Source: an optimization exercise on an open RTL-to-GDS flow (aim: small area and a short achievable clock period). Production flows keep margins and buffers that such runs may drop. No functional check of the RTL was part of this run. Power figures rest on the tool's default switching activity, not on a simulated workload.

File: flow/design.v
module fullreg #(  parameter N = 16 )(
    input [N-1:0] d,
    output reg [N-1:0] q,
    input clk,
    input en,
    input clr,  
    input rst   
    );
always @(posedge clk,posedge rst) begin
    if(rst)
        q=0;
    else    
    if(en==1)begin
        if(clr)
            q=0;
        else
            q=d;
    end
end
endmodule
`timescale 1ns / 1ps
module adder
   #(parameter integer N=16)
   (
    input  [N-1:0] x1,
    input  [N-1:0] x2,
    output  [N-1:0] y
    );
    assign y=$unsigned(x1)+$unsigned(x2);
endmodule
`timescale 1ns / 1ps
module mult
   #(parameter integer N=9)
   (
    input  [N-1:0] x1,
    input  [N-1:0] x2,
    output  [2*N-1:0] y
    );
    assign y=$signed(x1)*$signed(x2);
endmodule
module mac(
    input [15:0] x1,
    input [15:0] x2,
    input clk,
    input rst,
    input en,
    output [39:0] y
    );
reg [39:0] A;
reg K10;
reg K20;
reg K30;
wire s1;
wire c2;
wire s3;
wire c4;
wire s5;
wire c6;
wire s7;
wire c8;
wire s9;
wire c10;
wire s11;
wire c12;
wire s13;
wire c14;
wire s15;
wire c16;
wire s17;
wire c18;
wire s19;
wire c20;
wire s21;
wire c22;
wire s23;
wire c24;
wire s25;
wire c26;
wire s27;
wire c28;
wire s29;
wire c30;
wire s31;
wire c32;
wire s33;
wire c34;
wire s35;
wire c36;
wire s37;
wire c38;
wire s39;
wire c40;
wire s41;
wire c42;
wire s43;
wire c44;
wire s45;
wire c46;
wire s47;
wire c48;
wire s49;
wire c50;
wire s51;
wire c52;
wire s53;
wire c54;
wire s55;
wire c56;
wire s57;
wire c58;
wire s59;
wire c60;
wire s61;
wire c62;
wire s63;
wire c64;
wire s65;
wire c66;
wire s67;
wire c68;
wire s69;
wire c70;
wire s71;
wire c72;
wire s73;
wire c74;
wire s75;
wire c76;
wire s77;
wire c78;
wire s79;
wire c80;
wire s81;
wire c82;
wire s83;
wire c84;
wire s85;
wire c86;
wire s87;
wire c88;
wire s89;
wire c90;
wire s91;
wire c92;
wire s93;
wire c94;
wire s95;
wire c96;
wire s97;
wire c98;
wire s99;
wire c100;
wire s101;
wire c102;
wire s103;
wire c104;
wire s105;
wire c106;
wire s107;
wire c108;
wire s109;
wire c110;
wire s111;
wire c112;
wire s113;
wire c114;
wire s115;
wire c116;
wire s117;
wire c118;
wire s119;
wire c120;
wire s121;
wire c122;
wire s123;
wire c124;
wire s125;
wire c126;
wire s127;
wire c128;
wire s129;
wire c130;
wire s131;
wire c132;
wire s133;
wire c134;
wire s135;
wire c136;
wire s137;
wire c138;
wire s139;
wire c140;
wire s141;
wire c142;
wire s143;
wire c144;
wire s145;
wire c146;
wire s147;
wire c148;
wire s149;
wire c150;
wire s151;
wire c152;
wire s153;
wire c154;
wire s155;
wire c156;
wire s157;
wire c158;
wire s159;
wire c160;
wire s161;
wire c162;
wire s163;
wire c164;
wire s165;
wire c166;
wire s167;
wire c168;
wire s169;
wire c170;
wire s171;
wire c172;
wire s173;
wire c174;
wire s175;
wire c176;
wire s177;
wire c178;
wire s179;
wire c180;
wire s181;
wire c182;
wire s183;
wire c184;
wire s185;
wire c186;
wire s187;
wire c188;
wire s189;
wire c190;
wire s191;
wire c192;
wire s193;
wire c194;
wire s195;
wire c196;
wire s197;
wire c198;
wire s199;
wire c200;
wire s201;
wire c202;
wire s203;
wire c204;
wire s205;
wire c206;
wire s207;
wire c208;
wire s209;
wire c210;
wire s211;
wire c212;
wire s213;
wire c214;
wire s215;
wire c216;
wire s217;
wire c218;
wire s219;
wire c220;
wire s221;
wire c222;
wire s223;
wire c224;
wire s225;
wire c226;
wire s227;
wire c228;
wire s229;
wire c230;
wire s231;
wire c232;
wire s233;
wire c234;
wire s235;
wire c236;
wire s237;
wire c238;
wire s239;
wire c240;
wire s241;
wire c242;
wire s243;
wire c244;
wire s245;
wire c246;
wire s247;
wire c248;
wire s249;
wire c250;
wire s251;
wire c252;
wire s253;
wire c254;
wire s255;
wire c256;
wire s257;
wire c258;
wire s259;
wire c260;
wire s261;
wire c262;
wire s263;
wire c264;
wire s265;
wire c266;
wire s267;
wire c268;
wire s269;
wire c270;
wire s271;
wire c272;
wire s273;
wire c274;
wire s275;
wire c276;
wire s277;
wire c278;
wire s279;
wire c280;
wire s281;
wire c282;
wire s283;
wire c284;
wire s285;
wire c286;
wire s287;
wire c288;
wire s289;
wire c290;
wire s291;
wire c292;
wire s293;
wire c294;
wire s295;
wire c296;
wire s297;
wire c298;
wire s299;
wire c300;
wire s301;
wire c302;
wire s303;
wire c304;
wire s305;
wire c306;
wire s307;
wire c308;
wire one0 = en & (x2[0] ^ 1'b0);
wire two0 = en & ((x2[1] & ~x2[0] & ~1'b0) | (~x2[1] & x2[0] & 1'b0));
wire neg0 = en & x2[1];
wire pp0_0 = ((one0 & x1[0]) | (two0 & 1'b0)) ^ neg0;
wire pp0_1 = ((one0 & x1[1]) | (two0 & x1[0])) ^ neg0;
wire pp0_2 = ((one0 & x1[2]) | (two0 & x1[1])) ^ neg0;
wire pp0_3 = ((one0 & x1[3]) | (two0 & x1[2])) ^ neg0;
wire pp0_4 = ((one0 & x1[4]) | (two0 & x1[3])) ^ neg0;
wire pp0_5 = ((one0 & x1[5]) | (two0 & x1[4])) ^ neg0;
wire pp0_6 = ((one0 & x1[6]) | (two0 & x1[5])) ^ neg0;
wire pp0_7 = ((one0 & x1[7]) | (two0 & x1[6])) ^ neg0;
wire pp0_8 = ((one0 & x1[8]) | (two0 & x1[7])) ^ neg0;
wire pp0_9 = ((one0 & x1[9]) | (two0 & x1[8])) ^ neg0;
wire pp0_10 = ((one0 & x1[10]) | (two0 & x1[9])) ^ neg0;
wire pp0_11 = ((one0 & x1[11]) | (two0 & x1[10])) ^ neg0;
wire pp0_12 = ((one0 & x1[12]) | (two0 & x1[11])) ^ neg0;
wire pp0_13 = ((one0 & x1[13]) | (two0 & x1[12])) ^ neg0;
wire pp0_14 = ((one0 & x1[14]) | (two0 & x1[13])) ^ neg0;
wire pp0_15 = ((one0 & x1[15]) | (two0 & x1[14])) ^ neg0;
wire pp0_16 = ~(((one0 & x1[15]) | (two0 & x1[15])) ^ neg0);
wire one1 = en & (x2[2] ^ x2[1]);
wire two1 = en & ((x2[3] & ~x2[2] & ~x2[1]) | (~x2[3] & x2[2] & x2[1]));
wire neg1 = en & x2[3];
wire pp1_0 = ((one1 & x1[0]) | (two1 & 1'b0)) ^ neg1;
wire pp1_1 = ((one1 & x1[1]) | (two1 & x1[0])) ^ neg1;
wire pp1_2 = ((one1 & x1[2]) | (two1 & x1[1])) ^ neg1;
wire pp1_3 = ((one1 & x1[3]) | (two1 & x1[2])) ^ neg1;
wire pp1_4 = ((one1 & x1[4]) | (two1 & x1[3])) ^ neg1;
wire pp1_5 = ((one1 & x1[5]) | (two1 & x1[4])) ^ neg1;
wire pp1_6 = ((one1 & x1[6]) | (two1 & x1[5])) ^ neg1;
wire pp1_7 = ((one1 & x1[7]) | (two1 & x1[6])) ^ neg1;
wire pp1_8 = ((one1 & x1[8]) | (two1 & x1[7])) ^ neg1;
wire pp1_9 = ((one1 & x1[9]) | (two1 & x1[8])) ^ neg1;
wire pp1_10 = ((one1 & x1[10]) | (two1 & x1[9])) ^ neg1;
wire pp1_11 = ((one1 & x1[11]) | (two1 & x1[10])) ^ neg1;
wire pp1_12 = ((one1 & x1[12]) | (two1 & x1[11])) ^ neg1;
wire pp1_13 = ((one1 & x1[13]) | (two1 & x1[12])) ^ neg1;
wire pp1_14 = ((one1 & x1[14]) | (two1 & x1[13])) ^ neg1;
wire pp1_15 = ((one1 & x1[15]) | (two1 & x1[14])) ^ neg1;
wire pp1_16 = ~(((one1 & x1[15]) | (two1 & x1[15])) ^ neg1);
wire one2 = en & (x2[4] ^ x2[3]);
wire two2 = en & ((x2[5] & ~x2[4] & ~x2[3]) | (~x2[5] & x2[4] & x2[3]));
wire neg2 = en & x2[5];
wire pp2_0 = ((one2 & x1[0]) | (two2 & 1'b0)) ^ neg2;
wire pp2_1 = ((one2 & x1[1]) | (two2 & x1[0])) ^ neg2;
wire pp2_2 = ((one2 & x1[2]) | (two2 & x1[1])) ^ neg2;
wire pp2_3 = ((one2 & x1[3]) | (two2 & x1[2])) ^ neg2;
wire pp2_4 = ((one2 & x1[4]) | (two2 & x1[3])) ^ neg2;
wire pp2_5 = ((one2 & x1[5]) | (two2 & x1[4])) ^ neg2;
wire pp2_6 = ((one2 & x1[6]) | (two2 & x1[5])) ^ neg2;
wire pp2_7 = ((one2 & x1[7]) | (two2 & x1[6])) ^ neg2;
wire pp2_8 = ((one2 & x1[8]) | (two2 & x1[7])) ^ neg2;
wire pp2_9 = ((one2 & x1[9]) | (two2 & x1[8])) ^ neg2;
wire pp2_10 = ((one2 & x1[10]) | (two2 & x1[9])) ^ neg2;
wire pp2_11 = ((one2 & x1[11]) | (two2 & x1[10])) ^ neg2;
wire pp2_12 = ((one2 & x1[12]) | (two2 & x1[11])) ^ neg2;
wire pp2_13 = ((one2 & x1[13]) | (two2 & x1[12])) ^ neg2;
wire pp2_14 = ((one2 & x1[14]) | (two2 & x1[13])) ^ neg2;
wire pp2_15 = ((one2 & x1[15]) | (two2 & x1[14])) ^ neg2;
wire pp2_16 = ~(((one2 & x1[15]) | (two2 & x1[15])) ^ neg2);
wire one3 = en & (x2[6] ^ x2[5]);
wire two3 = en & ((x2[7] & ~x2[6] & ~x2[5]) | (~x2[7] & x2[6] & x2[5]));
wire neg3 = en & x2[7];
wire pp3_0 = ((one3 & x1[0]) | (two3 & 1'b0)) ^ neg3;
wire pp3_1 = ((one3 & x1[1]) | (two3 & x1[0])) ^ neg3;
wire pp3_2 = ((one3 & x1[2]) | (two3 & x1[1])) ^ neg3;
wire pp3_3 = ((one3 & x1[3]) | (two3 & x1[2])) ^ neg3;
wire pp3_4 = ((one3 & x1[4]) | (two3 & x1[3])) ^ neg3;
wire pp3_5 = ((one3 & x1[5]) | (two3 & x1[4])) ^ neg3;
wire pp3_6 = ((one3 & x1[6]) | (two3 & x1[5])) ^ neg3;
wire pp3_7 = ((one3 & x1[7]) | (two3 & x1[6])) ^ neg3;
wire pp3_8 = ((one3 & x1[8]) | (two3 & x1[7])) ^ neg3;
wire pp3_9 = ((one3 & x1[9]) | (two3 & x1[8])) ^ neg3;
wire pp3_10 = ((one3 & x1[10]) | (two3 & x1[9])) ^ neg3;
wire pp3_11 = ((one3 & x1[11]) | (two3 & x1[10])) ^ neg3;
wire pp3_12 = ((one3 & x1[12]) | (two3 & x1[11])) ^ neg3;
wire pp3_13 = ((one3 & x1[13]) | (two3 & x1[12])) ^ neg3;
wire pp3_14 = ((one3 & x1[14]) | (two3 & x1[13])) ^ neg3;
wire pp3_15 = ((one3 & x1[15]) | (two3 & x1[14])) ^ neg3;
wire pp3_16 = ~(((one3 & x1[15]) | (two3 & x1[15])) ^ neg3);
wire one4 = en & (x2[8] ^ x2[7]);
wire two4 = en & ((x2[9] & ~x2[8] & ~x2[7]) | (~x2[9] & x2[8] & x2[7]));
wire neg4 = en & x2[9];
wire pp4_0 = ((one4 & x1[0]) | (two4 & 1'b0)) ^ neg4;
wire pp4_1 = ((one4 & x1[1]) | (two4 & x1[0])) ^ neg4;
wire pp4_2 = ((one4 & x1[2]) | (two4 & x1[1])) ^ neg4;
wire pp4_3 = ((one4 & x1[3]) | (two4 & x1[2])) ^ neg4;
wire pp4_4 = ((one4 & x1[4]) | (two4 & x1[3])) ^ neg4;
wire pp4_5 = ((one4 & x1[5]) | (two4 & x1[4])) ^ neg4;
wire pp4_6 = ((one4 & x1[6]) | (two4 & x1[5])) ^ neg4;
wire pp4_7 = ((one4 & x1[7]) | (two4 & x1[6])) ^ neg4;
wire pp4_8 = ((one4 & x1[8]) | (two4 & x1[7])) ^ neg4;
wire pp4_9 = ((one4 & x1[9]) | (two4 & x1[8])) ^ neg4;
wire pp4_10 = ((one4 & x1[10]) | (two4 & x1[9])) ^ neg4;
wire pp4_11 = ((one4 & x1[11]) | (two4 & x1[10])) ^ neg4;
wire pp4_12 = ((one4 & x1[12]) | (two4 & x1[11])) ^ neg4;
wire pp4_13 = ((one4 & x1[13]) | (two4 & x1[12])) ^ neg4;
wire pp4_14 = ((one4 & x1[14]) | (two4 & x1[13])) ^ neg4;
wire pp4_15 = ((one4 & x1[15]) | (two4 & x1[14])) ^ neg4;
wire pp4_16 = ~(((one4 & x1[15]) | (two4 & x1[15])) ^ neg4);
wire one5 = en & (x2[10] ^ x2[9]);
wire two5 = en & ((x2[11] & ~x2[10] & ~x2[9]) | (~x2[11] & x2[10] & x2[9]));
wire neg5 = en & x2[11];
wire pp5_0 = ((one5 & x1[0]) | (two5 & 1'b0)) ^ neg5;
wire pp5_1 = ((one5 & x1[1]) | (two5 & x1[0])) ^ neg5;
wire pp5_2 = ((one5 & x1[2]) | (two5 & x1[1])) ^ neg5;
wire pp5_3 = ((one5 & x1[3]) | (two5 & x1[2])) ^ neg5;
wire pp5_4 = ((one5 & x1[4]) | (two5 & x1[3])) ^ neg5;
wire pp5_5 = ((one5 & x1[5]) | (two5 & x1[4])) ^ neg5;
wire pp5_6 = ((one5 & x1[6]) | (two5 & x1[5])) ^ neg5;
wire pp5_7 = ((one5 & x1[7]) | (two5 & x1[6])) ^ neg5;
wire pp5_8 = ((one5 & x1[8]) | (two5 & x1[7])) ^ neg5;
wire pp5_9 = ((one5 & x1[9]) | (two5 & x1[8])) ^ neg5;
wire pp5_10 = ((one5 & x1[10]) | (two5 & x1[9])) ^ neg5;
wire pp5_11 = ((one5 & x1[11]) | (two5 & x1[10])) ^ neg5;
wire pp5_12 = ((one5 & x1[12]) | (two5 & x1[11])) ^ neg5;
wire pp5_13 = ((one5 & x1[13]) | (two5 & x1[12])) ^ neg5;
wire pp5_14 = ((one5 & x1[14]) | (two5 & x1[13])) ^ neg5;
wire pp5_15 = ((one5 & x1[15]) | (two5 & x1[14])) ^ neg5;
wire pp5_16 = ~(((one5 & x1[15]) | (two5 & x1[15])) ^ neg5);
wire one6 = en & (x2[12] ^ x2[11]);
wire two6 = en & ((x2[13] & ~x2[12] & ~x2[11]) | (~x2[13] & x2[12] & x2[11]));
wire neg6 = en & x2[13];
wire pp6_0 = ((one6 & x1[0]) | (two6 & 1'b0)) ^ neg6;
wire pp6_1 = ((one6 & x1[1]) | (two6 & x1[0])) ^ neg6;
wire pp6_2 = ((one6 & x1[2]) | (two6 & x1[1])) ^ neg6;
wire pp6_3 = ((one6 & x1[3]) | (two6 & x1[2])) ^ neg6;
wire pp6_4 = ((one6 & x1[4]) | (two6 & x1[3])) ^ neg6;
wire pp6_5 = ((one6 & x1[5]) | (two6 & x1[4])) ^ neg6;
wire pp6_6 = ((one6 & x1[6]) | (two6 & x1[5])) ^ neg6;
wire pp6_7 = ((one6 & x1[7]) | (two6 & x1[6])) ^ neg6;
wire pp6_8 = ((one6 & x1[8]) | (two6 & x1[7])) ^ neg6;
wire pp6_9 = ((one6 & x1[9]) | (two6 & x1[8])) ^ neg6;
wire pp6_10 = ((one6 & x1[10]) | (two6 & x1[9])) ^ neg6;
wire pp6_11 = ((one6 & x1[11]) | (two6 & x1[10])) ^ neg6;
wire pp6_12 = ((one6 & x1[12]) | (two6 & x1[11])) ^ neg6;
wire pp6_13 = ((one6 & x1[13]) | (two6 & x1[12])) ^ neg6;
wire pp6_14 = ((one6 & x1[14]) | (two6 & x1[13])) ^ neg6;
wire pp6_15 = ((one6 & x1[15]) | (two6 & x1[14])) ^ neg6;
wire pp6_16 = ~(((one6 & x1[15]) | (two6 & x1[15])) ^ neg6);
wire one7 = en & (x2[14] ^ x2[13]);
wire two7 = en & ((x2[15] & ~x2[14] & ~x2[13]) | (~x2[15] & x2[14] & x2[13]));
wire neg7 = en & x2[15];
wire pp7_0 = ((one7 & x1[0]) | (two7 & 1'b0)) ^ neg7;
wire pp7_1 = ((one7 & x1[1]) | (two7 & x1[0])) ^ neg7;
wire pp7_2 = ((one7 & x1[2]) | (two7 & x1[1])) ^ neg7;
wire pp7_3 = ((one7 & x1[3]) | (two7 & x1[2])) ^ neg7;
wire pp7_4 = ((one7 & x1[4]) | (two7 & x1[3])) ^ neg7;
wire pp7_5 = ((one7 & x1[5]) | (two7 & x1[4])) ^ neg7;
wire pp7_6 = ((one7 & x1[6]) | (two7 & x1[5])) ^ neg7;
wire pp7_7 = ((one7 & x1[7]) | (two7 & x1[6])) ^ neg7;
wire pp7_8 = ((one7 & x1[8]) | (two7 & x1[7])) ^ neg7;
wire pp7_9 = ((one7 & x1[9]) | (two7 & x1[8])) ^ neg7;
wire pp7_10 = ((one7 & x1[10]) | (two7 & x1[9])) ^ neg7;
wire pp7_11 = ((one7 & x1[11]) | (two7 & x1[10])) ^ neg7;
wire pp7_12 = ((one7 & x1[12]) | (two7 & x1[11])) ^ neg7;
wire pp7_13 = ((one7 & x1[13]) | (two7 & x1[12])) ^ neg7;
wire pp7_14 = ((one7 & x1[14]) | (two7 & x1[13])) ^ neg7;
wire pp7_15 = ((one7 & x1[15]) | (two7 & x1[14])) ^ neg7;
wire pp7_16 = ~(((one7 & x1[15]) | (two7 & x1[15])) ^ neg7);
assign s1 = A[0] ^ neg0;
assign c2 = A[0] & neg0;
assign s3 = A[1] ^ c2;
assign c4 = A[1] & c2;
assign s5 = A[2] ^ neg1 ^ pp0_2;
assign c6 = (A[2] & neg1) | (A[2] & pp0_2) | (neg1 & pp0_2);
assign s7 = pp1_0 ^ c4;
assign c8 = pp1_0 & c4;
assign s9 = A[3] ^ pp0_3 ^ pp1_1;
assign c10 = (A[3] & pp0_3) | (A[3] & pp1_1) | (pp0_3 & pp1_1);
assign s11 = c8 ^ c6;
assign c12 = c8 & c6;
assign s13 = A[4] ^ neg2 ^ pp0_4;
assign c14 = (A[4] & neg2) | (A[4] & pp0_4) | (neg2 & pp0_4);
assign s15 = pp1_2 ^ pp2_0 ^ c10;
assign c16 = (pp1_2 & pp2_0) | (pp1_2 & c10) | (pp2_0 & c10);
assign s17 = s13 ^ c12;
assign c18 = s13 & c12;
assign s19 = A[5] ^ pp0_5 ^ pp1_3;
assign c20 = (A[5] & pp0_5) | (A[5] & pp1_3) | (pp0_5 & pp1_3);
assign s21 = pp2_1 ^ c14 ^ s19;
assign c22 = (pp2_1 & c14) | (pp2_1 & s19) | (c14 & s19);
assign s23 = c16 ^ c18;
assign c24 = c16 & c18;
assign s25 = A[6] ^ neg3 ^ pp0_6;
assign c26 = (A[6] & neg3) | (A[6] & pp0_6) | (neg3 & pp0_6);
assign s27 = pp1_4 ^ pp2_2 ^ pp3_0;
assign c28 = (pp1_4 & pp2_2) | (pp1_4 & pp3_0) | (pp2_2 & pp3_0);
assign s29 = c20 ^ s25 ^ s27;
assign c30 = (c20 & s25) | (c20 & s27) | (s25 & s27);
assign s31 = c22 ^ s29;
assign c32 = c22 & s29;
assign s33 = A[7] ^ pp0_7 ^ pp1_5;
assign c34 = (A[7] & pp0_7) | (A[7] & pp1_5) | (pp0_7 & pp1_5);
assign s35 = pp2_3 ^ pp3_1 ^ c26;
assign c36 = (pp2_3 & pp3_1) | (pp2_3 & c26) | (pp3_1 & c26);
assign s37 = c28 ^ s33 ^ c30;
assign c38 = (c28 & s33) | (c28 & c30) | (s33 & c30);
assign s39 = s35 ^ c32;
assign c40 = s35 & c32;
assign s41 = A[8] ^ neg4 ^ pp0_8;
assign c42 = (A[8] & neg4) | (A[8] & pp0_8) | (neg4 & pp0_8);
assign s43 = pp1_6 ^ pp2_4 ^ pp3_2;
assign c44 = (pp1_6 & pp2_4) | (pp1_6 & pp3_2) | (pp2_4 & pp3_2);
assign s45 = pp4_0 ^ c34 ^ s41;
assign c46 = (pp4_0 & c34) | (pp4_0 & s41) | (c34 & s41);
assign s47 = s43 ^ c36 ^ s45;
assign c48 = (s43 & c36) | (s43 & s45) | (c36 & s45);
assign s49 = c38 ^ c40;
assign c50 = c38 & c40;
assign s51 = A[9] ^ pp0_9 ^ pp1_7;
assign c52 = (A[9] & pp0_9) | (A[9] & pp1_7) | (pp0_9 & pp1_7);
assign s53 = pp2_5 ^ pp3_3 ^ pp4_1;
assign c54 = (pp2_5 & pp3_3) | (pp2_5 & pp4_1) | (pp3_3 & pp4_1);
assign s55 = c42 ^ c44 ^ s51;
assign c56 = (c42 & c44) | (c42 & s51) | (c44 & s51);
assign s57 = s53 ^ c46 ^ s55;
assign c58 = (s53 & c46) | (s53 & s55) | (c46 & s55);
assign s59 = c48 ^ s57;
assign c60 = c48 & s57;
assign s61 = A[10] ^ K10 ^ neg5;
assign c62 = (A[10] & K10) | (A[10] & neg5) | (K10 & neg5);
assign s63 = pp0_10 ^ pp1_8 ^ pp2_6;
assign c64 = (pp0_10 & pp1_8) | (pp0_10 & pp2_6) | (pp1_8 & pp2_6);
assign s65 = pp3_4 ^ pp4_2 ^ pp5_0;
assign c66 = (pp3_4 & pp4_2) | (pp3_4 & pp5_0) | (pp4_2 & pp5_0);
assign s67 = s61 ^ c52 ^ c54;
assign c68 = (s61 & c52) | (s61 & c54) | (c52 & c54);
assign s69 = s63 ^ s65 ^ c56;
assign c70 = (s63 & s65) | (s63 & c56) | (s65 & c56);
assign s71 = s67 ^ c58 ^ s69;
assign c72 = (s67 & c58) | (s67 & s69) | (c58 & s69);
assign s73 = A[11] ^ pp0_11 ^ pp1_9;
assign c74 = (A[11] & pp0_11) | (A[11] & pp1_9) | (pp0_11 & pp1_9);
assign s75 = pp2_7 ^ pp3_5 ^ pp4_3;
assign c76 = (pp2_7 & pp3_5) | (pp2_7 & pp4_3) | (pp3_5 & pp4_3);
assign s77 = pp5_1 ^ c62 ^ c64;
assign c78 = (pp5_1 & c62) | (pp5_1 & c64) | (c62 & c64);
assign s79 = c66 ^ s73 ^ s75;
assign c80 = (c66 & s73) | (c66 & s75) | (s73 & s75);
assign s81 = c68 ^ s77 ^ s79;
assign c82 = (c68 & s77) | (c68 & s79) | (s77 & s79);
assign s83 = c70 ^ s81;
assign c84 = c70 & s81;
assign s85 = A[12] ^ neg6 ^ pp0_12;
assign c86 = (A[12] & neg6) | (A[12] & pp0_12) | (neg6 & pp0_12);
assign s87 = pp1_10 ^ pp2_8 ^ pp3_6;
assign c88 = (pp1_10 & pp2_8) | (pp1_10 & pp3_6) | (pp2_8 & pp3_6);
assign s89 = pp4_4 ^ pp5_2 ^ pp6_0;
assign c90 = (pp4_4 & pp5_2) | (pp4_4 & pp6_0) | (pp5_2 & pp6_0);
assign s91 = c74 ^ c76 ^ s85;
assign c92 = (c74 & c76) | (c74 & s85) | (c76 & s85);
assign s93 = s87 ^ s89 ^ c78;
assign c94 = (s87 & s89) | (s87 & c78) | (s89 & c78);
assign s95 = c80 ^ s91 ^ s93;
assign c96 = (c80 & s91) | (c80 & s93) | (s91 & s93);
assign s97 = c82 ^ c84;
assign c98 = c82 & c84;
assign s99 = A[13] ^ pp0_13 ^ pp1_11;
assign c100 = (A[13] & pp0_13) | (A[13] & pp1_11) | (pp0_13 & pp1_11);
assign s101 = pp2_9 ^ pp3_7 ^ pp4_5;
assign c102 = (pp2_9 & pp3_7) | (pp2_9 & pp4_5) | (pp3_7 & pp4_5);
assign s103 = pp5_3 ^ pp6_1 ^ c86;
assign c104 = (pp5_3 & pp6_1) | (pp5_3 & c86) | (pp6_1 & c86);
assign s105 = c88 ^ c90 ^ s99;
assign c106 = (c88 & c90) | (c88 & s99) | (c90 & s99);
assign s107 = s101 ^ c92 ^ s103;
assign c108 = (s101 & c92) | (s101 & s103) | (c92 & s103);
assign s109 = s105 ^ c94 ^ s107;
assign c110 = (s105 & c94) | (s105 & s107) | (c94 & s107);
assign s111 = c96 ^ s109;
assign c112 = c96 & s109;
assign s113 = A[14] ^ neg7 ^ pp0_14;
assign c114 = (A[14] & neg7) | (A[14] & pp0_14) | (neg7 & pp0_14);
assign s115 = pp1_12 ^ pp2_10 ^ pp3_8;
assign c116 = (pp1_12 & pp2_10) | (pp1_12 & pp3_8) | (pp2_10 & pp3_8);
assign s117 = pp4_6 ^ pp5_4 ^ pp6_2;
assign c118 = (pp4_6 & pp5_4) | (pp4_6 & pp6_2) | (pp5_4 & pp6_2);
assign s119 = pp7_0 ^ c100 ^ c102;
assign c120 = (pp7_0 & c100) | (pp7_0 & c102) | (c100 & c102);
assign s121 = s113 ^ s115 ^ s117;
assign c122 = (s113 & s115) | (s113 & s117) | (s115 & s117);
assign s123 = c104 ^ c106 ^ s119;
assign c124 = (c104 & c106) | (c104 & s119) | (c106 & s119);
assign s125 = s121 ^ c108 ^ s123;
assign c126 = (s121 & c108) | (s121 & s123) | (c108 & s123);
assign s127 = c110 ^ s125;
assign c128 = c110 & s125;
assign s129 = A[15] ^ pp0_15 ^ pp1_13;
assign c130 = (A[15] & pp0_15) | (A[15] & pp1_13) | (pp0_15 & pp1_13);
assign s131 = pp2_11 ^ pp3_9 ^ pp4_7;
assign c132 = (pp2_11 & pp3_9) | (pp2_11 & pp4_7) | (pp3_9 & pp4_7);
assign s133 = pp5_5 ^ pp6_3 ^ pp7_1;
assign c134 = (pp5_5 & pp6_3) | (pp5_5 & pp7_1) | (pp6_3 & pp7_1);
assign s135 = c114 ^ c116 ^ c118;
assign c136 = (c114 & c116) | (c114 & c118) | (c116 & c118);
assign s137 = s129 ^ s131 ^ s133;
assign c138 = (s129 & s131) | (s129 & s133) | (s131 & s133);
assign s139 = c120 ^ c122 ^ s135;
assign c140 = (c120 & c122) | (c120 & s135) | (c122 & s135);
assign s141 = s137 ^ c124 ^ s139;
assign c142 = (s137 & c124) | (s137 & s139) | (c124 & s139);
assign s143 = c126 ^ s141;
assign c144 = c126 & s141;
assign s145 = 1'b1 ^ A[16] ^ pp0_16;
assign c146 = (1'b1 & A[16]) | (1'b1 & pp0_16) | (A[16] & pp0_16);
assign s147 = pp1_14 ^ pp2_12 ^ pp3_10;
assign c148 = (pp1_14 & pp2_12) | (pp1_14 & pp3_10) | (pp2_12 & pp3_10);
assign s149 = pp4_8 ^ pp5_6 ^ pp6_4;
assign c150 = (pp4_8 & pp5_6) | (pp4_8 & pp6_4) | (pp5_6 & pp6_4);
assign s151 = pp7_2 ^ c130 ^ c132;
assign c152 = (pp7_2 & c130) | (pp7_2 & c132) | (c130 & c132);
assign s153 = c134 ^ s145 ^ s147;
assign c154 = (c134 & s145) | (c134 & s147) | (s145 & s147);
assign s155 = s149 ^ c136 ^ c138;
assign c156 = (s149 & c136) | (s149 & c138) | (c136 & c138);
assign s157 = s151 ^ s153 ^ c140;
assign c158 = (s151 & s153) | (s151 & c140) | (s153 & c140);
assign s159 = s155 ^ c142 ^ s157;
assign c160 = (s155 & c142) | (s155 & s157) | (c142 & s157);
assign s161 = 1'b1 ^ A[17] ^ pp1_15;
assign c162 = (1'b1 & A[17]) | (1'b1 & pp1_15) | (A[17] & pp1_15);
assign s163 = pp2_13 ^ pp3_11 ^ pp4_9;
assign c164 = (pp2_13 & pp3_11) | (pp2_13 & pp4_9) | (pp3_11 & pp4_9);
assign s165 = pp5_7 ^ pp6_5 ^ pp7_3;
assign c166 = (pp5_7 & pp6_5) | (pp5_7 & pp7_3) | (pp6_5 & pp7_3);
assign s167 = c146 ^ c148 ^ c150;
assign c168 = (c146 & c148) | (c146 & c150) | (c148 & c150);
assign s169 = s161 ^ s163 ^ s165;
assign c170 = (s161 & s163) | (s161 & s165) | (s163 & s165);
assign s171 = c152 ^ c154 ^ s167;
assign c172 = (c152 & c154) | (c152 & s167) | (c154 & s167);
assign s173 = s169 ^ c156 ^ s171;
assign c174 = (s169 & c156) | (s169 & s171) | (c156 & s171);
assign s175 = c158 ^ s173;
assign c176 = c158 & s173;
assign s177 = A[18] ^ pp1_16 ^ pp2_14;
assign c178 = (A[18] & pp1_16) | (A[18] & pp2_14) | (pp1_16 & pp2_14);
assign s179 = pp3_12 ^ pp4_10 ^ pp5_8;
assign c180 = (pp3_12 & pp4_10) | (pp3_12 & pp5_8) | (pp4_10 & pp5_8);
assign s181 = pp6_6 ^ pp7_4 ^ c162;
assign c182 = (pp6_6 & pp7_4) | (pp6_6 & c162) | (pp7_4 & c162);
assign s183 = c164 ^ c166 ^ s177;
assign c184 = (c164 & c166) | (c164 & s177) | (c166 & s177);
assign s185 = s179 ^ c168 ^ c170;
assign c186 = (s179 & c168) | (s179 & c170) | (c168 & c170);
assign s187 = s181 ^ s183 ^ c172;
assign c188 = (s181 & s183) | (s181 & c172) | (s183 & c172);
assign s189 = s185 ^ c174 ^ s187;
assign c190 = (s185 & c174) | (s185 & s187) | (c174 & s187);
assign s191 = 1'b1 ^ A[19] ^ pp2_15;
assign c192 = (1'b1 & A[19]) | (1'b1 & pp2_15) | (A[19] & pp2_15);
assign s193 = pp3_13 ^ pp4_11 ^ pp5_9;
assign c194 = (pp3_13 & pp4_11) | (pp3_13 & pp5_9) | (pp4_11 & pp5_9);
assign s195 = pp6_7 ^ pp7_5 ^ c178;
assign c196 = (pp6_7 & pp7_5) | (pp6_7 & c178) | (pp7_5 & c178);
assign s197 = c180 ^ s191 ^ s193;
assign c198 = (c180 & s191) | (c180 & s193) | (s191 & s193);
assign s199 = c182 ^ c184 ^ s195;
assign c200 = (c182 & c184) | (c182 & s195) | (c184 & s195);
assign s201 = s197 ^ c186 ^ s199;
assign c202 = (s197 & c186) | (s197 & s199) | (c186 & s199);
assign s203 = c188 ^ s201;
assign c204 = c188 & s201;
assign s205 = A[20] ^ K20 ^ pp2_16;
assign c206 = (A[20] & K20) | (A[20] & pp2_16) | (K20 & pp2_16);
assign s207 = pp3_14 ^ pp4_12 ^ pp5_10;
assign c208 = (pp3_14 & pp4_12) | (pp3_14 & pp5_10) | (pp4_12 & pp5_10);
assign s209 = pp6_8 ^ pp7_6 ^ c192;
assign c210 = (pp6_8 & pp7_6) | (pp6_8 & c192) | (pp7_6 & c192);
assign s211 = c194 ^ s205 ^ s207;
assign c212 = (c194 & s205) | (c194 & s207) | (s205 & s207);
assign s213 = c196 ^ c198 ^ s209;
assign c214 = (c196 & c198) | (c196 & s209) | (c198 & s209);
assign s215 = s211 ^ c200 ^ s213;
assign c216 = (s211 & c200) | (s211 & s213) | (c200 & s213);
assign s217 = c202 ^ s215;
assign c218 = c202 & s215;
assign s219 = 1'b1 ^ A[21] ^ pp3_15;
assign c220 = (1'b1 & A[21]) | (1'b1 & pp3_15) | (A[21] & pp3_15);
assign s221 = pp4_13 ^ pp5_11 ^ pp6_9;
assign c222 = (pp4_13 & pp5_11) | (pp4_13 & pp6_9) | (pp5_11 & pp6_9);
assign s223 = pp7_7 ^ c206 ^ c208;
assign c224 = (pp7_7 & c206) | (pp7_7 & c208) | (c206 & c208);
assign s225 = s219 ^ s221 ^ c210;
assign c226 = (s219 & s221) | (s219 & c210) | (s221 & c210);
assign s227 = c212 ^ s223 ^ c214;
assign c228 = (c212 & s223) | (c212 & c214) | (s223 & c214);
assign s229 = s225 ^ c216 ^ s227;
assign c230 = (s225 & c216) | (s225 & s227) | (c216 & s227);
assign s231 = A[22] ^ pp3_16 ^ pp4_14;
assign c232 = (A[22] & pp3_16) | (A[22] & pp4_14) | (pp3_16 & pp4_14);
assign s233 = pp5_12 ^ pp6_10 ^ pp7_8;
assign c234 = (pp5_12 & pp6_10) | (pp5_12 & pp7_8) | (pp6_10 & pp7_8);
assign s235 = c220 ^ c222 ^ s231;
assign c236 = (c220 & c222) | (c220 & s231) | (c222 & s231);
assign s237 = s233 ^ c224 ^ s235;
assign c238 = (s233 & c224) | (s233 & s235) | (c224 & s235);
assign s239 = c226 ^ s237 ^ c228;
assign c240 = (c226 & s237) | (c226 & c228) | (s237 & c228);
assign s241 = 1'b1 ^ A[23] ^ pp4_15;
assign c242 = (1'b1 & A[23]) | (1'b1 & pp4_15) | (A[23] & pp4_15);
assign s243 = pp5_13 ^ pp6_11 ^ pp7_9;
assign c244 = (pp5_13 & pp6_11) | (pp5_13 & pp7_9) | (pp6_11 & pp7_9);
assign s245 = c232 ^ c234 ^ s241;
assign c246 = (c232 & c234) | (c232 & s241) | (c234 & s241);
assign s247 = s243 ^ c236 ^ s245;
assign c248 = (s243 & c236) | (s243 & s245) | (c236 & s245);
assign s249 = c238 ^ s247;
assign c250 = c238 & s247;
assign s251 = A[24] ^ pp4_16 ^ pp5_14;
assign c252 = (A[24] & pp4_16) | (A[24] & pp5_14) | (pp4_16 & pp5_14);
assign s253 = pp6_12 ^ pp7_10 ^ c242;
assign c254 = (pp6_12 & pp7_10) | (pp6_12 & c242) | (pp7_10 & c242);
assign s255 = c244 ^ s251 ^ c246;
assign c256 = (c244 & s251) | (c244 & c246) | (s251 & c246);
assign s257 = s253 ^ c248 ^ s255;
assign c258 = (s253 & c248) | (s253 & s255) | (c248 & s255);
assign s259 = 1'b1 ^ A[25] ^ pp5_15;
assign c260 = (1'b1 & A[25]) | (1'b1 & pp5_15) | (A[25] & pp5_15);
assign s261 = pp6_13 ^ pp7_11 ^ c252;
assign c262 = (pp6_13 & pp7_11) | (pp6_13 & c252) | (pp7_11 & c252);
assign s263 = s259 ^ c254 ^ s261;
assign c264 = (s259 & c254) | (s259 & s261) | (c254 & s261);
assign s265 = c256 ^ s263;
assign c266 = c256 & s263;
assign s267 = A[26] ^ pp5_16 ^ pp6_14;
assign c268 = (A[26] & pp5_16) | (A[26] & pp6_14) | (pp5_16 & pp6_14);
assign s269 = pp7_12 ^ c260 ^ s267;
assign c270 = (pp7_12 & c260) | (pp7_12 & s267) | (c260 & s267);
assign s271 = c262 ^ s269 ^ c264;
assign c272 = (c262 & s269) | (c262 & c264) | (s269 & c264);
assign s273 = 1'b1 ^ A[27] ^ pp6_15;
assign c274 = (1'b1 & A[27]) | (1'b1 & pp6_15) | (A[27] & pp6_15);
assign s275 = pp7_13 ^ c268 ^ s273;
assign c276 = (pp7_13 & c268) | (pp7_13 & s273) | (c268 & s273);
assign s277 = c270 ^ s275;
assign c278 = c270 & s275;
assign s279 = A[28] ^ pp6_16 ^ pp7_14;
assign c280 = (A[28] & pp6_16) | (A[28] & pp7_14) | (pp6_16 & pp7_14);
assign s281 = c274 ^ s279 ^ c276;
assign c282 = (c274 & s279) | (c274 & c276) | (s279 & c276);
assign s283 = 1'b1 ^ A[29] ^ pp7_15;
assign c284 = (1'b1 & A[29]) | (1'b1 & pp7_15) | (A[29] & pp7_15);
assign s285 = c280 ^ s283;
assign c286 = c280 & s283;
assign s287 = A[30] ^ K30 ^ pp7_16;
assign c288 = (A[30] & K30) | (A[30] & pp7_16) | (K30 & pp7_16);
assign s289 = c284 ^ s287;
assign c290 = c284 & s287;
assign s291 = 1'b1 ^ A[31] ^ c288;
assign c292 = (1'b1 & A[31]) | (1'b1 & c288) | (A[31] & c288);
assign s293 = 1'b1 ^ A[32];
assign c294 = 1'b1 & A[32];
assign s295 = 1'b1 ^ A[33];
assign c296 = 1'b1 & A[33];
assign s297 = 1'b1 ^ A[34];
assign c298 = 1'b1 & A[34];
assign s299 = 1'b1 ^ A[35];
assign c300 = 1'b1 & A[35];
assign s301 = 1'b1 ^ A[36];
assign c302 = 1'b1 & A[36];
assign s303 = 1'b1 ^ A[37];
assign c304 = 1'b1 & A[37];
assign s305 = 1'b1 ^ A[38];
assign c306 = 1'b1 & A[38];
assign s307 = 1'b1 ^ A[39];
assign c308 = 1'b1 & A[39];
wire [39:0] R0 = {c306, c304, c302, c300, c298, c296, c294, c292, c290, c286, c282, c278, c272, c266, c258, c250, c240, c230, c218, c204, c190, c176, c160, c144, c128, c112, c98, s95, c72, c60, c50, s47, s37, c24, s21, s15, s9, s5, pp0_1, pp0_0};
wire [39:0] R1 = {s307, s305, s303, s301, s299, s297, s295, s293, s291, s289, s285, s281, s277, s271, s265, s257, s249, s239, s229, s217, s203, s189, s175, s159, s143, s127, s111, s97, s83, s71, s59, s49, s39, s31, s23, s17, s11, s7, s3, s1};
wire [10:0] B0 = R0[9:0] + R1[9:0];
wire [10:0] B10 = R0[19:10] + R1[19:10];
wire [10:0] B20 = R0[29:20] + R1[29:20];
wire [10:0] B30 = R0[39:30] + R1[39:30];
wire [39:0] An = {B30[9:0], B20[9:0], B10[9:0], B0[9:0]};
always @(posedge clk or posedge rst)
  if (rst) begin
    A <= 40'd0;
    K10 <= 1'b0;
    K20 <= 1'b0;
    K30 <= 1'b0;
  end else begin
    A <= An;
    K10 <= B0[10];
    K20 <= B10[10];
    K30 <= B20[10];
  end
assign y = A + {1'b0, 1'b0, 1'b0, 1'b0, 1'b0, 1'b0, 1'b0, 1'b0, 1'b0, K30, 1'b0, 1'b0, 1'b0, 1'b0, 1'b0, 1'b0, 1'b0, 1'b0, 1'b0, K20, 1'b0, 1'b0, 1'b0, 1'b0, 1'b0, 1'b0, 1'b0, 1'b0, 1'b0, K10, 1'b0, 1'b0, 1'b0, 1'b0, 1'b0, 1'b0, 1'b0, 1'b0, 1'b0, 1'b0};
endmodule
File: flow/run.sh
#!/bin/bash
# synth_recipe.tcl (not shown) runs the flow's synth.tcl, then flattens the netlist and writes it again
# the make line also repeats each setting of config.mk as NAME=value (left out here)
make -C /OpenROAD-flow-scripts/flow DESIGN_CONFIG=/design/flow/config.mk WORK_HOME=/design/flow/orfs CLKGATE_MAP_FILE= SYNTH_SCRIPT=/design/flow/synth_recipe.tcl finish
File: flow/config.mk
export PLATFORM = sky130hd
export DESIGN_NAME = mac
export DESIGN_NICKNAME = mac
export VERILOG_FILES = /design/flow/design.v
export SDC_FILE = /design/flow/constraint.sdc
export NUM_CORES = 4
export LEC_CHECK = 0
export CAP_MARGIN = 20
export CORE_MARGIN = 2
export CORE_UTILIZATION = 40
export SLEW_MARGIN = 20
File: flow/constraint.sdc
create_clock -name core_clock -period 12.0 [get_ports {clk}]
set_input_delay 2.4000 -clock core_clock [delete_from_list [all_inputs] [get_ports {clk}]]
set_output_delay 2.4000 -clock core_clock [all_outputs]
set_load 0.01 [all_outputs]
==> flow_summary.ini <==
[place]
dpl.cell_count = 1883
port_buffers = 74
gp_congestion = 0.856
dp_hpwl_um = 25400
place_area_um2 = 12100

[critical_path]
crit_type = input pin to flip-flop
crit_top_cell = fa_1
crit_chain = clkdlybuf4s50_1 > inv_1 > nor2_1 > a22oi_1 > nand2_1 > nand2_1 > fa_1 > inv_1 > fa_1 > inv_1 > fa_1 > fa_1 > inv_1 > ha_1 > ha_1 > fa_1 > a21o_1 > a211oi_1 > nor2_1 > o41ai_1 > o21ai_0
crit_path_top_delay_cell = clkdlybuf4s50_1
worst_setup_path_end_kind = flip-flop
critPathMaxFanout = 24
critPathTopFamily = adder cells
crit_arrival_ps = 8750
cp.buffers_inverters = 5
slowest_delay_ps = 960
worstPathRequired_ps = 12170
critPathLaunchType = input pin

[sta]
finalSetupViolations = 0
rsz0062_at_grt = no
slew_viol_final = 0
worst_slew_pin_slew_ps = 984
min_period_ps = 8580
fmax_mhz = 117
hold_slack_ps = 628
min_period_over_period = 0.715
slew_headroom = 0.342
hold_viol_final = 0
fin_skew_ps = 7.38
tns_ps = 0

[synthesis]
syn_area_um2 = 11300
synth-seq-area-share = 0.0952
ys_async_sr_fraction = 1.00
synth_cell_type_count = 60
synth-edff-count = 0
synth-seq-cells = 43
yosys.cell_count.top_type = o21ai_0
synth_nets = 1786
synth-warning-count = 1
avgSynthCellArea_um2 = 7.28
ys_top_cells_by_area = fa_1, o21ai_0, dfrtp_1, ha_1, a22oi_1
synth_top_area_frac = 0.209
synth_area_leader_cell = fa_1
synthCells = 1552
yosys-top-cells-count = o21ai_0, nand2_1, inv_1
ys.flop_type = dfrtp_1

[route]
first_pass_iters = 6
antenna_left = 0
routed_via_density = 5.56
route.detailed.drc = 0
vias = 10500
drt-total-wl_um = 34300
avgRoutedWirePerCell_um = 18.2
drt_iter0_drc = 1269

[cts]
holdBufCountCts = 0
numCtsBuffers = 5
htreeDepth = 2
post-cts-setup-buffers = 0
cts_tree = done
cts_root_buf = clkbuf_16
clk_path_buf_depth = 2
cts_sinks = 43
path_clk_slew_ps = 80
cts.repair.resized = 0
clk_latency_ps = 310

[floorplan]
coreArea_um2 = 27800
dieArea_um2 = 29600
start_util = 0.407
rows = 61
io_pins = 75
die_y_um = 172
dieWidth_um = 172

[grt]
grt_antenna_before_repair = 2
met2_usage = 0.352
track_usage = 0.237
grt_pass1_wl_um = 54300
grt_use_met3 = 0.0412
grt_pass1_vias = 9622
busiest_layer = met1
grt_overflow = 0
grt_max_degree = 78
met1_usage = 0.362

[pwr]
power.density_nw_per_um2 = 304
leakagePower_uw = 0.00541
vdd_drop_max_mv = 0.199

[run_status]
status = finished clean

[final_layout]
fin_cells = 1891
drive_gt1_frac = 0.0344
final_area_um2 = 12200
syn_to_final_growth_pct = 8.01
num-nets-final = 1746
antenna_cells = 0

[job]
max_cap_viol_count = 0

[min_path]
hold_path.class = flip-flop to flip-flop
## logic make-up (layout without fill, tap and decap cells)
kind of cell    after synthesis  count (layout)  share of synthesized area
fa+ha+maj                   203             203                      0.302
flops                        43              43                     0.0952
buf+inv                     318             279                      0.112
simple gates                451             451                      0.176
xor+xnor                     85              85                     0.0659
compound gates              452             452                      0.248
## where the power goes
| part | total (uW) | internal [uW] | leakage (uW) | switching, uW |
|---|---|---|---|---|
| sequential | 373 | 283 | 0.000503 | 89.0 |
| clock | 147 | 77.3 | 0.0000669 | 70.2 |
| combinational | 3190 | 1480 | 0.00484 | 1710 |
## metrics by stage
stage                     setup WS [ps]  power, uW   util
after floorplan                    4740       2840      -
after global placement             3250       3500  0.434
after CTS                          3490       3740  0.439
after detailed placement           3160       3570  0.434
after global routing               2990       4200  0.439
final                              3420       3710  0.439
## layer usage
layer | part of all wire | wire length, um
met2 | 0.43 | 14700
met4 | 0.010 | 346
met3 | 0.092 | 3150
met1 | 0.47 | 16100
met5 | 0.00038 | 13
## cell type report
type	count	area (um2)
fill	2891	15600
multi-input combinational	1191	8950
sequential	43	1080
timing repair buffer	95	896
inverter	176	662
tap	378	473
clock buffer	6	129
clock inverter	2	12.5
## cell usage in the layout, fill, tap and decap left out, drive strengths merged, types with 18 or more instances in the layout
master / instances
a22oi: 99
a21oi: 29
xor2: 22
nor2b: 28
xnor2: 63
nand3: 18
dfrtp: 43
clkdlybuf4s50: 73
fa: 118
nor2: 150
o21ai: 239
and2: 18
ha: 81
a21boi: 37
inv: 175
buf: 22
nand2: 181
## path summary, 6_finish.rpt
kind	startpoint	to	slack (ps)	cells past startpoint
setup / recovery	x2[5]	K30	3420	21
hold / removal	A[0]	A[0]	630	2
setup reg to reg	A[18]	K30	7410	14
hold reg to reg	A[0]	A[0]	630	2
max in group asynchronous	rst	A[7]	8950	2
min in group asynchronous	rst	A[39]	2550	2
## registers in the layout (all words and copies together), names as in the netlist
name	flops
A	40
K30	1
K10	1
K20	1
## worst min-delay path, delay by kind of cell, from the launching register on
kind / cells / cell delay [ps]
flip-flops: 1 / 350
adder cells (fa/ha/maj): 2 / 250

==> port drivers added, routing unchanged <==
How much do the figures lean on ideal ports? The routed layout below was timed once more, with nothing changed but the port constraints.
Step 1 sets driving cells, clkbuf_16 on the clock port and buf_2 on the other inputs (assumed; they add their load-dependent delay and slew).
Step 2 also shifts input and output timing later by t, the mid clock arrival at the registers, as if the neighbouring blocks saw the same clock.
Three values: no drivers, after step 1, after step 2; two values: the first two.
t, ns: 0.346
setup slack, ns: 3.417 / 3.437 / 3.091
worst hold slack (ns): 0.628 / 0.628 / 0.628
clock arrival spread, ns: 0.010 / 0.010
slew at the worst register clock pin (ns): 0.08 / 0.08
After both steps setup and hold are still met in this run. The setup slack of this run moves by +0.020 ns with the drivers and by -0.326 ns with both steps.
